What follows belongs to an exercise in optimizing a design on an open flow for small area, a short achievable clock period and few clock cycles; a production flow would make more cautious choices. The RTL was checked by simulation tests, not by an equivalence proof against the original design.

==> run B <==
Design cpu, start of the top module:
module cpu (
    input clk,
    input reset,
    output [31:0] iaddr,
    input [31:0] idata,
    output [31:0] daddr,
    input [31:0] drdata,
    output [31:0] dwdata,
    output [3:0] dwe
);
    reg  [31:0] pc_f;                  
    reg  [31:0] a_e, b_e;              
    reg  [11:0] x_e;                   
    reg  [4:0]  rd_e;
    reg  [2:0]  f3_e;
    reg  [3:0]  be_e;                  
    reg         wen_e;                 
    reg         cin_e, sra_e;        
    reg         clr;                 
    reg         go_e;                
    reg         jalr_e, br_e;
    reg         c12_e, s12_e;        
    reg         eq_e, lt_e, ltu_e;   
    reg         o_add, o_sll, o_slt, o_sltu, o_xor, o_sr, o_or, o_and;    
    reg         r_b;                                     
    reg  [3:0]  r_l;                                     
    reg         r_m0, r_m1;                              
    reg         r_w;                                     
    reg  [3:0]  r_sb;                                    
    reg  [3:0]  r_sh;                                    
    wire [19:0] a_inc, a_dec;
    incdec20 _incdec (.a(a_e[31:12]), .inc(a_inc), .dec(a_dec));
    wire        d_inc = c12_e & ~s12_e;
    wire        d_dec = ~c12_e & s12_e;
    reg         cond;
    always @(*) begin
        case (f3_e)
            3'b000:  cond = eq_e;
            3'b001:  cond = ~eq_e;
            3'b100:  cond = lt_e;
            3'b101:  cond = ~lt_e;
            3'b110:  cond = ltu_e;
            3'b111:  cond = ~ltu_e;
            default: cond = 1'b0;
        endcase
    end
    wire        ia_x    = jalr_e | (br_e & cond);           
    wire        ia_pc   = go_e & ~ia_x;
    wire        ia_inc  = ia_x & d_inc;
    wire        ia_dec  = ia_x & d_dec;
    wire        ia_keep = ia_x & ~d_inc & ~d_dec;
    wire [31:0] pc;                    
    assign pc[31:12] = ({20{ia_inc}} & a_inc) | ({20{ia_dec}} & a_dec) |
                       ({20{ia_keep}} & a_e[31:12]) | ({20{ia_pc}} & pc_f[31:12]);
    assign pc[11:0]  = ({12{ia_x}} & x_e) | ({12{ia_pc}} & pc_f[11:0]);
    assign iaddr = pc;
    wire [4:0] rs1 = idata[19:15];
    wire [4:0] rs2 = idata[24:20];
    wire [2:0] f3  = idata[14:12];
  ...
clock: 10.5 ns
lec_check: 0
cap_margin: 20
core_margin: 2
core_utilization: 45
cts_cluster_diameter: 100
cts_cluster_size: 30
place_density: 0.6
setup_slack_margin: 5
slew_margin: 20
synth_hierarchical: 1
synth_minimum_keep_size: 0
tns_end_percent: 5
standard.sh (not shown) runs the stock make flow with config.mk's settings and CLKGATE_MAP_FILE= SYNTH_SCRIPT=/design/flow/synth_recipe.tcl, a recipe that flattens the netlist after the stock synthesis.
==> flow/flow/run.sh <==
#!/bin/bash
# The standard layout (the standard.sh: standard synthesis, floorplan,
# placement, CTS, routing), with two changes to how it is made:
#  - the port buffers are buf_4 cells instead of the default delay-cell
#    buffers, which the timing repair cannot resize;
#  - the timing repair aims for a setup margin of 5.8 ns.
# The clock, the constraints and the synthesis are the standard flow's own.
set -euo pipefail
bash standard.sh SETUP_SLACK_MARGIN=5.8 "BUFFER_PORTS_ARGS=-buffer_cell sky130_fd_sc_hd__buf_4" finish > standard_flow.log 2>&1
==> run P (differences from run B) <==
--- a/flow/design.v
+++ b/flow/design.v
@@ -1,15 +1,12 @@
 module regfile (
     input clk,
     input clr,
     input we,
     input [4:0] rd,
     input [31:0] wdata,
-    input [31:0] fslow,                
-    input [31:0] ffast,
-    input fast,
     input [4:0] rs1,
     input [4:0] rs2,
     output [31:0] rv1,
     output [31:0] rv2
 );
     reg [31:0] bank [1:31];
@@ -18,59 +15,53 @@
     always @(posedge clk)
         for (i = 1; i < 32; i = i + 1)
             if (clr | (we & (rd == i)))
                 bank[i] <= wd;
     wire       f1 = we & (rd == rs1) & (rd != 5'd0);
     wire       f2 = we & (rd == rs2) & (rd != 5'd0);
-    wire [7:0] lo1 [0:3];
-    wire [7:0] lo2 [0:3];
-    wire [5:0] hi1 [0:3];              
-    wire [5:0] hi2 [0:3];
+    wire [7:0] lo1, lo2;
+    wire [4:0] hi1, hi2;               
     genvar g, b;
     generate
-        for (g = 0; g < 4; g = g + 1) begin : dec
-            rdec3 _l1 (.a(rs1[2:0]), .y(lo1[g]));
-            rdec3 _l2 (.a(rs2[2:0]), .y(lo2[g]));
-            rdec2 _h1 (.a(rs1[4:3]), .f(f1), .fast(fast), .y(hi1[g]));
-            rdec2 _h2 (.a(rs2[4:3]), .f(f2), .fast(fast), .y(hi2[g]));
+        for (g = 0; g < 8; g = g + 1) begin : dlo
+            assign lo1[g] = (rs1[2:0] == g);
+            assign lo2[g] = (rs2[2:0] == g);
+        end
+        for (g = 0; g < 4; g = g + 1) begin : dhi
+            assign hi1[g] = (rs1[4:3] == g) & ~f1;
+            assign hi2[g] = (rs2[4:3] == g) & ~f2;
         end
     endgenerate
+    assign hi1[4] = f1;
+    assign hi2[4] = f2;
     generate
         for (b = 0; b < 32; b = b + 1) begin : bits
             wire [3:0] g1, g2;
-            wire [7:0] s1 = lo1[b / 8];
-            wire [7:0] s2 = lo2[b / 8];
             rgrp7 _a1 (.d({bank[7][b], bank[6][b], bank[5][b], bank[4][b], bank[3][b], bank[2][b], bank[1][b]}),
-                       .s(s1[7:1]), .y(g1[0]));
+                       .s(lo1[7:1]), .y(g1[0]));
             rgrp7 _a2 (.d({bank[7][b], bank[6][b], bank[5][b], bank[4][b], bank[3][b], bank[2][b], bank[1][b]}),
-                       .s(s2[7:1]), .y(g2[0]));
+                       .s(lo2[7:1]), .y(g2[0]));
             for (g = 1; g < 4; g = g + 1) begin : grp
                 wire [7:0] d = {bank[8*g+7][b], bank[8*g+6][b], bank[8*g+5][b], bank[8*g+4][b],
                                 bank[8*g+3][b], bank[8*g+2][b], bank[8*g+1][b], bank[8*g][b]};
-                rgrp8 _b1 (.d(d), .s(s1), .y(g1[g]));
-                rgrp8 _b2 (.d(d), .s(s2), .y(g2[g]));
+                rgrp8 _b1 (.d(d), .s(lo1), .y(g1[g]));
+                rgrp8 _b2 (.d(d), .s(lo2), .y(g2[g]));
             end
-            rfin _f1 (.d({ffast[b], fslow[b], g1}), .s(hi1[b / 8]), .y(rv1[b]));
-            rfin _f2 (.d({ffast[b], fslow[b], g2}), .s(hi2[b / 8]), .y(rv2[b]));
+            rfin _f1 (.d({wdata[b], g1}), .s(hi1), .y(rv1[b]));
+            rfin _f2 (.d({wdata[b], g2}), .s(hi2), .y(rv2[b]));
         end
     endgenerate
 endmodule
 module rgrp8 (input [7:0] d, input [7:0] s, output y);
     assign y = |(d & s);
 endmodule
 module rgrp7 (input [6:0] d, input [6:0] s, output y);
     assign y = |(d & s);
 endmodule
-module rfin (input [5:0] d, input [5:0] s, output y);
+module rfin (input [4:0] d, input [4:0] s, output y);
     assign y = |(d & s);
-endmodule
-module rdec3 (input [2:0] a, output [7:0] y);
-    assign y = 8'b1 << a;
-endmodule
-module rdec2 (input [1:0] a, input f, input fast, output [5:0] y);
-    assign y = {f & fast, f, (4'b1 << a) & {4{~f}}};
 endmodule
 module cpu (
     input clk,
     input reset,
     output [31:0] iaddr,
     input [31:0] idata,
@@ -114,15 +105,15 @@
             3'b111:  cond = ~ltu_e;
             default: cond = 1'b0;
         endcase
     end
     wire        ia_x    = jalr_e | (br_e & cond);           
     wire        ia_pc   = go_e & ~ia_x;
-    wire        ia_inc  = ia_x & d_inc;
-    wire        ia_dec  = ia_x & d_dec;
-    wire        ia_keep = ia_x & ~d_inc & ~d_dec;
+    wire        ia_inc  = jalr_e & d_inc;
+    wire        ia_dec  = jalr_e & d_dec;
+    wire        ia_keep = (br_e & cond) | (jalr_e & ~d_inc & ~d_dec);
     wire [31:0] pc;                    
     assign pc[31:12] = ({20{ia_inc}} & a_inc) | ({20{ia_dec}} & a_dec) |
                        ({20{ia_keep}} & a_e[31:12]) | ({20{ia_pc}} & pc_f[31:12]);
     assign pc[11:0]  = ({12{ia_x}} & x_e) | ({12{ia_pc}} & pc_f[11:0]);
     assign iaddr = pc;
     wire [4:0] rs1 = idata[19:15];
@@ -142,26 +133,25 @@
     wire d_pass  = d_lui | d_auipc | d_jal | d_jalr;
     wire [31:0] imm_i = {{20{idata[31]}}, idata[31:20]};
     wire [31:0] imm_s = {{20{idata[31]}}, idata[31:25], idata[11:7]};
     wire [31:0] imm_u = {idata[31:12], 12'b0};
     wire [31:0] imm_j = {{12{idata[31]}}, idata[19:12], idata[20], idata[30:21], 1'b0};
     wire [31:0] imm_b = {{20{idata[31]}}, idata[7], idata[30:25], idata[11:8], 1'b0};
-    wire [31:0] res_e, res_slow;
-    wire [32:0] s33;
+    wire [31:0] imm_f = ~opc[4] ? imm_u : (opc[1] ? imm_j : imm_b);    
+    wire [31:0] res_e;
     wire [31:0] opa, opb;
     regfile _regfile (
         .clk(clk), .clr(clr),
         .we(wen_e), .rd(rd_e), .wdata(res_e),
-        .fslow(res_slow), .ffast(s33[31:0]), .fast(o_add),
         .rs1(rs1), .rs2(rs2), .rv1(opa), .rv2(opb)
     );
-    wire [31:0] fsum;                                         
-    add32 _fsum (.a(pc), .b(d_jal ? imm_j : 32'd4), .y(fsum));
-    wire [12:0] bsum;                                         
-    add12 _bsum (.a(pc[11:0]), .b(imm_b[11:0]), .y(bsum));
-    wire [11:0] imm12 = d_store ? imm_s[11:0] : imm_i[11:0];    
+    wire [31:0] pc4, fsum;
+    inc30 _pc4 (.a(pc[31:2]), .y(pc4[31:2]));
+    assign pc4[1:0] = pc[1:0];
+    add32 _fsum (.a(pc), .b(imm_f), .y(fsum));                
+    wire [11:0] imm12 = d_store ? imm_s[11:0] : imm_i[11:0];
     wire [12:0] lsum;                                         
     add12 _lsum (.a(opa[11:0]), .b(imm12), .y(lsum));
     wire [1:0]  lo2 = lsum[1:0];
     wire eq, lt, ltu;
     cmp32 _cmp (.a(opa), .b(opb), .eq(eq), .lt(lt), .ltu(ltu));
     wire d_sub = (d_op & idata[30] & (f3 == 3'b000)) | ((d_op | d_opimm) & (f3[2:1] == 2'b01));   
@@ -176,93 +166,97 @@
             3'b000:  be = 4'b0001 << lo2;
             3'b001:  be = lo2[0] ? 4'b0000 : (lo2[1] ? 4'b1100 : 4'b0011);
             3'b010:  be = (lo2 == 2'b00) ? 4'b1111 : 4'b0000;
             default: be = 4'b0000;
         endcase
     end
+    wire [31:0] sdata = {f3[1] ? opb[31:24] : f3[0] ? opb[15:8] : opb[7:0],
+                         f3[1] ? opb[23:16] : opb[7:0],
+                         (f3[1] | f3[0]) ? opb[15:8] : opb[7:0],
+                         opb[7:0]};
     wire ld_b  = d_load & (f3[1:0] == 2'b00);                  
     wire ld_h  = d_load & (f3[1:0] == 2'b01) & ~lo2[0];        
     wire ld_w  = d_load & (f3 == 3'b010) & (lo2 == 2'b00);     
     wire ld_s  = ~f3[2];                                       
     wire [3:0] lane = 4'b0001 << lo2;
     always @(posedge clk) begin
         clr     <= reset;
-        pc_f    <= fsum;
-        x_e     <= d_br ? bsum[11:0] : {lsum[11:1], lsum[0] & ~d_jalr};
-        a_e     <= (d_br | d_auipc | d_jal) ? pc : d_sll ? opa_rev : opa;    
-        b_e     <= (d_store | d_op) ? (opb ^ {32{d_sub}}) :
-                   d_jal   ? 32'd4 :                  
-                   d_jalr  ? fsum :                   
-                   (d_lui | d_auipc) ? imm_u : (imm_i ^ {32{d_sub}});
+        pc_f    <= d_jal ? fsum : pc4;
+        x_e     <= d_br ? fsum[11:0] : {lsum[11:1], lsum[0] & ~d_jalr};
+        a_e     <= d_br ? fsum : d_sll ? opa_rev : opa;    
+        b_e     <= d_store ? sdata :
+                   d_op    ? (opb ^ {32{d_sub}}) :
+                   (d_jal | d_jalr) ? pc4 :
+                   d_lui   ? imm_u :
+                   d_auipc ? fsum : (imm_i ^ {32{d_sub}});
         be_e    <= (d_store & ~reset) ? be : 4'b0000;
         rd_e    <= idata[11:7];
         f3_e    <= f3;
         wen_e   <= d_wen & ~reset;
         cin_e   <= d_sub;
         sra_e   <= idata[30];
-        o_add   <= (d_alu & (f3 == 3'b000)) | d_auipc | d_jal;
+        o_add   <= d_alu & (f3 == 3'b000);
         o_sll   <= d_alu & (f3 == 3'b001);
         o_slt   <= d_alu & (f3 == 3'b010);
         o_sltu  <= d_alu & (f3 == 3'b011);
         o_xor   <= d_alu & (f3 == 3'b100);
         o_sr    <= d_alu & (f3 == 3'b101);
         o_or    <= d_alu & (f3 == 3'b110);
         o_and   <= d_alu & (f3 == 3'b111);
         go_e    <= ~reset;             
         jalr_e  <= d_jalr & ~reset;
         br_e    <= d_br & ~reset;
-        c12_e   <= d_br ? bsum[12] : lsum[12];
-        s12_e   <= d_br ? imm_b[12] : imm12[11];
+        c12_e   <= lsum[12];
+        s12_e   <= imm12[11] & ~d_br;
         eq_e    <= eq;
         lt_e    <= lt;
         ltu_e   <= ltu;
-        r_b     <= d_pass & ~d_auipc & ~d_jal;
+        r_b     <= d_pass;
         r_l     <= {4{ld_b}} & lane | {3'b000, ld_h & ~lo2[1] | ld_w} | {1'b0, ld_h & lo2[1], 2'b00};
         r_m0    <= (ld_h & ~lo2[1]) | ld_w;
         r_m1    <= ld_h & lo2[1];
         r_w     <= ld_w;
         r_sb    <= {4{ld_b & ld_s}} & lane;
         r_sh    <= ({4{ld_b & ld_s}} & lane) | {ld_h & ld_s & lo2[1], 1'b0, ld_h & ld_s & ~lo2[1], 1'b0};
     end
+    wire [32:0] s33;
     add33 _add (.a(a_e), .b(b_e), .cin(cin_e), .y(s33));
     wire        altu = ~s33[32];
     wire        alt  = (a_e[31] == b_e[31]) ? a_e[31] : s33[31];
     wire [31:0] sr;
     shr32 _shr (.a(a_e), .fill(sra_e & ~o_sll & a_e[31]), .sh(b_e[4:0]), .y(sr));
     reg  [31:0] rr;
     integer k;
     always @(*) for (k = 0; k < 32; k = k + 1) rr[k] = sr[31 - k];
-    wire [31:0] alu_out;    
-    assign alu_out = ({32{o_sll}} & rr) | ({32{o_sr}} & sr) |
+    wire [31:0] alu_out = ({32{o_add}} & s33[31:0]) | ({32{o_sll}} & rr) | ({32{o_sr}} & sr) |
                           {31'd0, (o_slt & alt) | (o_sltu & altu)} |
                           ({32{o_xor}} & (a_e ^ b_e)) | ({32{o_or}} & (a_e | b_e)) |
                           ({32{o_and}} & (a_e & b_e));
     wire [7:0] lbyte = ({8{r_l[0]}} & drdata[7:0])   | ({8{r_l[1]}} & drdata[15:8]) |
                        ({8{r_l[2]}} & drdata[23:16]) | ({8{r_l[3]}} & drdata[31:24]);
     wire       sgnb  = (r_sb[0] & drdata[7]) | (r_sb[1] & drdata[15]) |
                        (r_sb[2] & drdata[23]) | (r_sb[3] & drdata[31]);
     wire       sgnh  = (r_sh[0] & drdata[7]) | (r_sh[1] & drdata[15]) |
                        (r_sh[2] & drdata[23]) | (r_sh[3] & drdata[31]);
     wire [31:0] ldata = {({16{r_w}} & drdata[31:16]) | {16{sgnh}},
                          ({8{r_m0}} & drdata[15:8]) | ({8{r_m1}} & drdata[31:24]) | {8{sgnb}},
                          lbyte};
-    assign res_slow = ldata | ({32{r_b}} & b_e) | alu_out;
-    assign res_e    = res_slow | ({32{o_add}} & s33[31:0]);
+    assign res_e  = ldata | ({32{r_b}} & b_e) | alu_out;
     assign daddr  = {({20{d_inc}} & a_inc) | ({20{d_dec}} & a_dec) | ({20{~d_inc & ~d_dec}} & a_e[31:12]),
                      x_e[11:2], 2'b00};
     assign dwe    = be_e & {4{~reset}};
-    assign dwdata = {f3_e[1] ? b_e[31:24] : f3_e[0] ? b_e[15:8] : b_e[7:0],
-                     f3_e[1] ? b_e[23:16] : b_e[7:0],
-                     (f3_e[1] | f3_e[0]) ? b_e[15:8] : b_e[7:0],
-                     b_e[7:0]};
+    assign dwdata = b_e;
 endmodule
 module add12 (input [11:0] a, input [11:0] b, output [12:0] y);
     assign y = {1'b0, a} + {1'b0, b};
 endmodule
 module add32 (input [31:0] a, input [31:0] b, output [31:0] y);
     assign y = a + b;
+endmodule
+module inc30 (input [29:0] a, output [29:0] y);
+    assign y = a + 30'd1;
 endmodule
 module incdec20 (input [19:0] a, output [19:0] inc, output [19:0] dec);
     assign inc = a + 20'd1;
     assign dec = a - 20'd1;
 endmodule
 module add33 (input [31:0] a, input [31:0] b, input cin, output [32:0] y);
Settings changed: CORE_UTILIZATION 45 to 62, PLACE_DENSITY 0.6 to 0.8.
==> run G (differences from run B) <==
--- a/flow/design.v
+++ b/flow/design.v
@@ -1,15 +1,12 @@
 module regfile (
     input clk,
     input clr,
     input we,
     input [4:0] rd,
     input [31:0] wdata,
-    input [31:0] fslow,                
-    input [31:0] ffast,
-    input fast,
     input [4:0] rs1,
     input [4:0] rs2,
     output [31:0] rv1,
     output [31:0] rv2
 );
     reg [31:0] bank [1:31];
@@ -18,59 +15,53 @@
     always @(posedge clk)
         for (i = 1; i < 32; i = i + 1)
             if (clr | (we & (rd == i)))
                 bank[i] <= wd;
     wire       f1 = we & (rd == rs1) & (rd != 5'd0);
     wire       f2 = we & (rd == rs2) & (rd != 5'd0);
-    wire [7:0] lo1 [0:3];
-    wire [7:0] lo2 [0:3];
-    wire [5:0] hi1 [0:3];              
-    wire [5:0] hi2 [0:3];
+    wire [7:0] lo1, lo2;
+    wire [4:0] hi1, hi2;               
     genvar g, b;
     generate
-        for (g = 0; g < 4; g = g + 1) begin : dec
-            rdec3 _l1 (.a(rs1[2:0]), .y(lo1[g]));
-            rdec3 _l2 (.a(rs2[2:0]), .y(lo2[g]));
-            rdec2 _h1 (.a(rs1[4:3]), .f(f1), .fast(fast), .y(hi1[g]));
-            rdec2 _h2 (.a(rs2[4:3]), .f(f2), .fast(fast), .y(hi2[g]));
+        for (g = 0; g < 8; g = g + 1) begin : dlo
+            assign lo1[g] = (rs1[2:0] == g);
+            assign lo2[g] = (rs2[2:0] == g);
+        end
+        for (g = 0; g < 4; g = g + 1) begin : dhi
+            assign hi1[g] = (rs1[4:3] == g) & ~f1;
+            assign hi2[g] = (rs2[4:3] == g) & ~f2;
         end
     endgenerate
+    assign hi1[4] = f1;
+    assign hi2[4] = f2;
     generate
         for (b = 0; b < 32; b = b + 1) begin : bits
             wire [3:0] g1, g2;
-            wire [7:0] s1 = lo1[b / 8];
-            wire [7:0] s2 = lo2[b / 8];
             rgrp7 _a1 (.d({bank[7][b], bank[6][b], bank[5][b], bank[4][b], bank[3][b], bank[2][b], bank[1][b]}),
-                       .s(s1[7:1]), .y(g1[0]));
+                       .s(lo1[7:1]), .y(g1[0]));
             rgrp7 _a2 (.d({bank[7][b], bank[6][b], bank[5][b], bank[4][b], bank[3][b], bank[2][b], bank[1][b]}),
-                       .s(s2[7:1]), .y(g2[0]));
+                       .s(lo2[7:1]), .y(g2[0]));
             for (g = 1; g < 4; g = g + 1) begin : grp
                 wire [7:0] d = {bank[8*g+7][b], bank[8*g+6][b], bank[8*g+5][b], bank[8*g+4][b],
                                 bank[8*g+3][b], bank[8*g+2][b], bank[8*g+1][b], bank[8*g][b]};
-                rgrp8 _b1 (.d(d), .s(s1), .y(g1[g]));
-                rgrp8 _b2 (.d(d), .s(s2), .y(g2[g]));
+                rgrp8 _b1 (.d(d), .s(lo1), .y(g1[g]));
+                rgrp8 _b2 (.d(d), .s(lo2), .y(g2[g]));
             end
-            rfin _f1 (.d({ffast[b], fslow[b], g1}), .s(hi1[b / 8]), .y(rv1[b]));
-            rfin _f2 (.d({ffast[b], fslow[b], g2}), .s(hi2[b / 8]), .y(rv2[b]));
+            rfin _f1 (.d({wdata[b], g1}), .s(hi1), .y(rv1[b]));
+            rfin _f2 (.d({wdata[b], g2}), .s(hi2), .y(rv2[b]));
         end
     endgenerate
 endmodule
 module rgrp8 (input [7:0] d, input [7:0] s, output y);
     assign y = |(d & s);
 endmodule
 module rgrp7 (input [6:0] d, input [6:0] s, output y);
     assign y = |(d & s);
 endmodule
-module rfin (input [5:0] d, input [5:0] s, output y);
+module rfin (input [4:0] d, input [4:0] s, output y);
     assign y = |(d & s);
-endmodule
-module rdec3 (input [2:0] a, output [7:0] y);
-    assign y = 8'b1 << a;
-endmodule
-module rdec2 (input [1:0] a, input f, input fast, output [5:0] y);
-    assign y = {f & fast, f, (4'b1 << a) & {4{~f}}};
 endmodule
 module cpu (
     input clk,
     input reset,
     output [31:0] iaddr,
     input [31:0] idata,
@@ -142,23 +133,23 @@
     wire d_pass  = d_lui | d_auipc | d_jal | d_jalr;
     wire [31:0] imm_i = {{20{idata[31]}}, idata[31:20]};
     wire [31:0] imm_s = {{20{idata[31]}}, idata[31:25], idata[11:7]};
     wire [31:0] imm_u = {idata[31:12], 12'b0};
     wire [31:0] imm_j = {{12{idata[31]}}, idata[19:12], idata[20], idata[30:21], 1'b0};
     wire [31:0] imm_b = {{20{idata[31]}}, idata[7], idata[30:25], idata[11:8], 1'b0};
-    wire [31:0] res_e, res_slow;
-    wire [32:0] s33;
+    wire [31:0] res_e;
     wire [31:0] opa, opb;
     regfile _regfile (
         .clk(clk), .clr(clr),
         .we(wen_e), .rd(rd_e), .wdata(res_e),
-        .fslow(res_slow), .ffast(s33[31:0]), .fast(o_add),
         .rs1(rs1), .rs2(rs2), .rv1(opa), .rv2(opb)
     );
-    wire [31:0] fsum;                                         
-    add32 _fsum (.a(pc), .b(d_jal ? imm_j : 32'd4), .y(fsum));
+    wire [31:0] pc4, fsum;
+    inc30 _pc4 (.a(pc[31:2]), .y(pc4[31:2]));
+    assign pc4[1:0] = pc[1:0];
+    add32 _fsum (.a(pc), .b(imm_j), .y(fsum));                
     wire [12:0] bsum;                                         
     add12 _bsum (.a(pc[11:0]), .b(imm_b[11:0]), .y(bsum));
     wire [11:0] imm12 = d_store ? imm_s[11:0] : imm_i[11:0];    
     wire [12:0] lsum;                                         
     add12 _lsum (.a(opa[11:0]), .b(imm12), .y(lsum));
     wire [1:0]  lo2 = lsum[1:0];
@@ -183,26 +174,25 @@
     wire ld_h  = d_load & (f3[1:0] == 2'b01) & ~lo2[0];        
     wire ld_w  = d_load & (f3 == 3'b010) & (lo2 == 2'b00);     
     wire ld_s  = ~f3[2];                                       
     wire [3:0] lane = 4'b0001 << lo2;
     always @(posedge clk) begin
         clr     <= reset;
-        pc_f    <= fsum;
+        pc_f    <= d_jal ? fsum : pc4;
         x_e     <= d_br ? bsum[11:0] : {lsum[11:1], lsum[0] & ~d_jalr};
-        a_e     <= (d_br | d_auipc | d_jal) ? pc : d_sll ? opa_rev : opa;    
+        a_e     <= (d_br | d_auipc) ? pc : d_sll ? opa_rev : opa;    
         b_e     <= (d_store | d_op) ? (opb ^ {32{d_sub}}) :
-                   d_jal   ? 32'd4 :                  
-                   d_jalr  ? fsum :                   
+                   (d_jal | d_jalr) ? pc4 :
                    (d_lui | d_auipc) ? imm_u : (imm_i ^ {32{d_sub}});
         be_e    <= (d_store & ~reset) ? be : 4'b0000;
         rd_e    <= idata[11:7];
         f3_e    <= f3;
         wen_e   <= d_wen & ~reset;
         cin_e   <= d_sub;
         sra_e   <= idata[30];
-        o_add   <= (d_alu & (f3 == 3'b000)) | d_auipc | d_jal;
+        o_add   <= (d_alu & (f3 == 3'b000)) | d_auipc;
         o_sll   <= d_alu & (f3 == 3'b001);
         o_slt   <= d_alu & (f3 == 3'b010);
         o_sltu  <= d_alu & (f3 == 3'b011);
         o_xor   <= d_alu & (f3 == 3'b100);
         o_sr    <= d_alu & (f3 == 3'b101);
         o_or    <= d_alu & (f3 == 3'b110);
@@ -212,44 +202,43 @@
         br_e    <= d_br & ~reset;
         c12_e   <= d_br ? bsum[12] : lsum[12];
         s12_e   <= d_br ? imm_b[12] : imm12[11];
         eq_e    <= eq;
         lt_e    <= lt;
         ltu_e   <= ltu;
-        r_b     <= d_pass & ~d_auipc & ~d_jal;
+        r_b     <= d_pass & ~d_auipc;
         r_l     <= {4{ld_b}} & lane | {3'b000, ld_h & ~lo2[1] | ld_w} | {1'b0, ld_h & lo2[1], 2'b00};
         r_m0    <= (ld_h & ~lo2[1]) | ld_w;
         r_m1    <= ld_h & lo2[1];
         r_w     <= ld_w;
         r_sb    <= {4{ld_b & ld_s}} & lane;
         r_sh    <= ({4{ld_b & ld_s}} & lane) | {ld_h & ld_s & lo2[1], 1'b0, ld_h & ld_s & ~lo2[1], 1'b0};
     end
+    wire [32:0] s33;
     add33 _add (.a(a_e), .b(b_e), .cin(cin_e), .y(s33));
     wire        altu = ~s33[32];
     wire        alt  = (a_e[31] == b_e[31]) ? a_e[31] : s33[31];
     wire [31:0] sr;
     shr32 _shr (.a(a_e), .fill(sra_e & ~o_sll & a_e[31]), .sh(b_e[4:0]), .y(sr));
     reg  [31:0] rr;
     integer k;
     always @(*) for (k = 0; k < 32; k = k + 1) rr[k] = sr[31 - k];
-    wire [31:0] alu_out;    
-    assign alu_out = ({32{o_sll}} & rr) | ({32{o_sr}} & sr) |
+    wire [31:0] alu_out = ({32{o_add}} & s33[31:0]) | ({32{o_sll}} & rr) | ({32{o_sr}} & sr) |
                           {31'd0, (o_slt & alt) | (o_sltu & altu)} |
                           ({32{o_xor}} & (a_e ^ b_e)) | ({32{o_or}} & (a_e | b_e)) |
                           ({32{o_and}} & (a_e & b_e));
     wire [7:0] lbyte = ({8{r_l[0]}} & drdata[7:0])   | ({8{r_l[1]}} & drdata[15:8]) |
                        ({8{r_l[2]}} & drdata[23:16]) | ({8{r_l[3]}} & drdata[31:24]);
     wire       sgnb  = (r_sb[0] & drdata[7]) | (r_sb[1] & drdata[15]) |
                        (r_sb[2] & drdata[23]) | (r_sb[3] & drdata[31]);
     wire       sgnh  = (r_sh[0] & drdata[7]) | (r_sh[1] & drdata[15]) |
                        (r_sh[2] & drdata[23]) | (r_sh[3] & drdata[31]);
     wire [31:0] ldata = {({16{r_w}} & drdata[31:16]) | {16{sgnh}},
                          ({8{r_m0}} & drdata[15:8]) | ({8{r_m1}} & drdata[31:24]) | {8{sgnb}},
                          lbyte};
-    assign res_slow = ldata | ({32{r_b}} & b_e) | alu_out;
-    assign res_e    = res_slow | ({32{o_add}} & s33[31:0]);
+    assign res_e  = ldata | ({32{r_b}} & b_e) | alu_out;
     assign daddr  = {({20{d_inc}} & a_inc) | ({20{d_dec}} & a_dec) | ({20{~d_inc & ~d_dec}} & a_e[31:12]),
                      x_e[11:2], 2'b00};
     assign dwe    = be_e & {4{~reset}};
     assign dwdata = {f3_e[1] ? b_e[31:24] : f3_e[0] ? b_e[15:8] : b_e[7:0],
                      f3_e[1] ? b_e[23:16] : b_e[7:0],
                      (f3_e[1] | f3_e[0]) ? b_e[15:8] : b_e[7:0],
@@ -258,12 +247,15 @@
 module add12 (input [11:0] a, input [11:0] b, output [12:0] y);
     assign y = {1'b0, a} + {1'b0, b};
 endmodule
 module add32 (input [31:0] a, input [31:0] b, output [31:0] y);
     assign y = a + b;
 endmodule
+module inc30 (input [29:0] a, output [29:0] y);
+    assign y = a + 30'd1;
+endmodule
 module incdec20 (input [19:0] a, output [19:0] inc, output [19:0] dec);
     assign inc = a + 20'd1;
     assign dec = a - 20'd1;
 endmodule
 module add33 (input [31:0] a, input [31:0] b, input cin, output [32:0] y);
     assign y = {1'b0, a} + {1'b0, b} + {32'd0, cin};
==> qor summary <==
quantity	run B	run P	run G
Outcome	no timing/DRC/antenna violations	no timing/DRC/antenna violations	no timing/DRC/antenna violations
Hold Path Stages	3	2	2
Worst clock skew on the final layout	0.06056 ns	0.03308 ns	0.04916 ns
Highest-delay cell along the critical path	sky130_fd_sc_hd__mux2i_1	sky130_fd_sc_hd__a22oi_1	sky130_fd_sc_hd__a22oi_1
Buffers plus inverters on the worst setup path	3	2	2
Tightest Pin Transition	1.261 ns	1.238 ns	1.100 ns
Global-route track usage on met1	51.40%	56.77%	47.37%
Post-layout minimum cycle time	5.164 ns	5.369 ns	5.252 ns
Number of signal-net buffers in the layout	515	421	428
Number of cells produced by synthesis	5082	5076	5047
Nets	5722	5605	5594
Placed wire-length estimate after detailed placement	168.6 mm	141.1 mm	151.1 mm
Post-Layout Cell Count	7279	6658	7129
Worst-case setup margin in the final layout	5.336 ns	5.131 ns	5.248 ns
Diodes inserted	8	3	4
Testbench counts of run B, summed over its fixed seeds: cycles 115,251.
Testbench counts of run P, summed over its fixed seeds: cycles 115,251.
Testbench counts of run G, summed over its fixed seeds: cycles 115,251.

[static timing again, ports no longer ideal]
The flow's constraints put no driver on any port. The routed layouts listed below were extracted and timed again, unchanged, in two steps. Step 1 assumes that a clkbuf_16 drives the clock port and a buf_2 every other input. Step 2, shift: input delay + t, output delay - t, t = (earliest + latest rising clock arrival at the registers) / 2. This alone moves slack from input paths to output paths. Slacks: no drivers / after step 1 / after step 2; pairs: no drivers / after step 1.
| run | shift t [ns] | slack for setup (ns) | latest minus earliest clock arrival (ns) | slew at the worst register clock pin (ns) | pins driven straight from the clock port |
|---|---|---|---|---|---|
| run B | 0.788 | 5.336 / 5.143 / 4.354 | 0.061 / 0.061 | 0.12 / 0.12 | 1 |
| run P | 0.758 | 5.131 / 5.141 / 4.413 | 0.035 / 0.035 | 0.12 / 0.12 | 1 |
| run G | 0.815 | 5.248 / 5.259 / 4.476 | 0.050 / 0.051 | 0.12 / 0.12 | 1 |
After both steps setup and hold are still met in every run listed. For run B, which loses most, drivers alone change the setup slack by -0.193 ns; drivers and shift together by -0.982 ns.
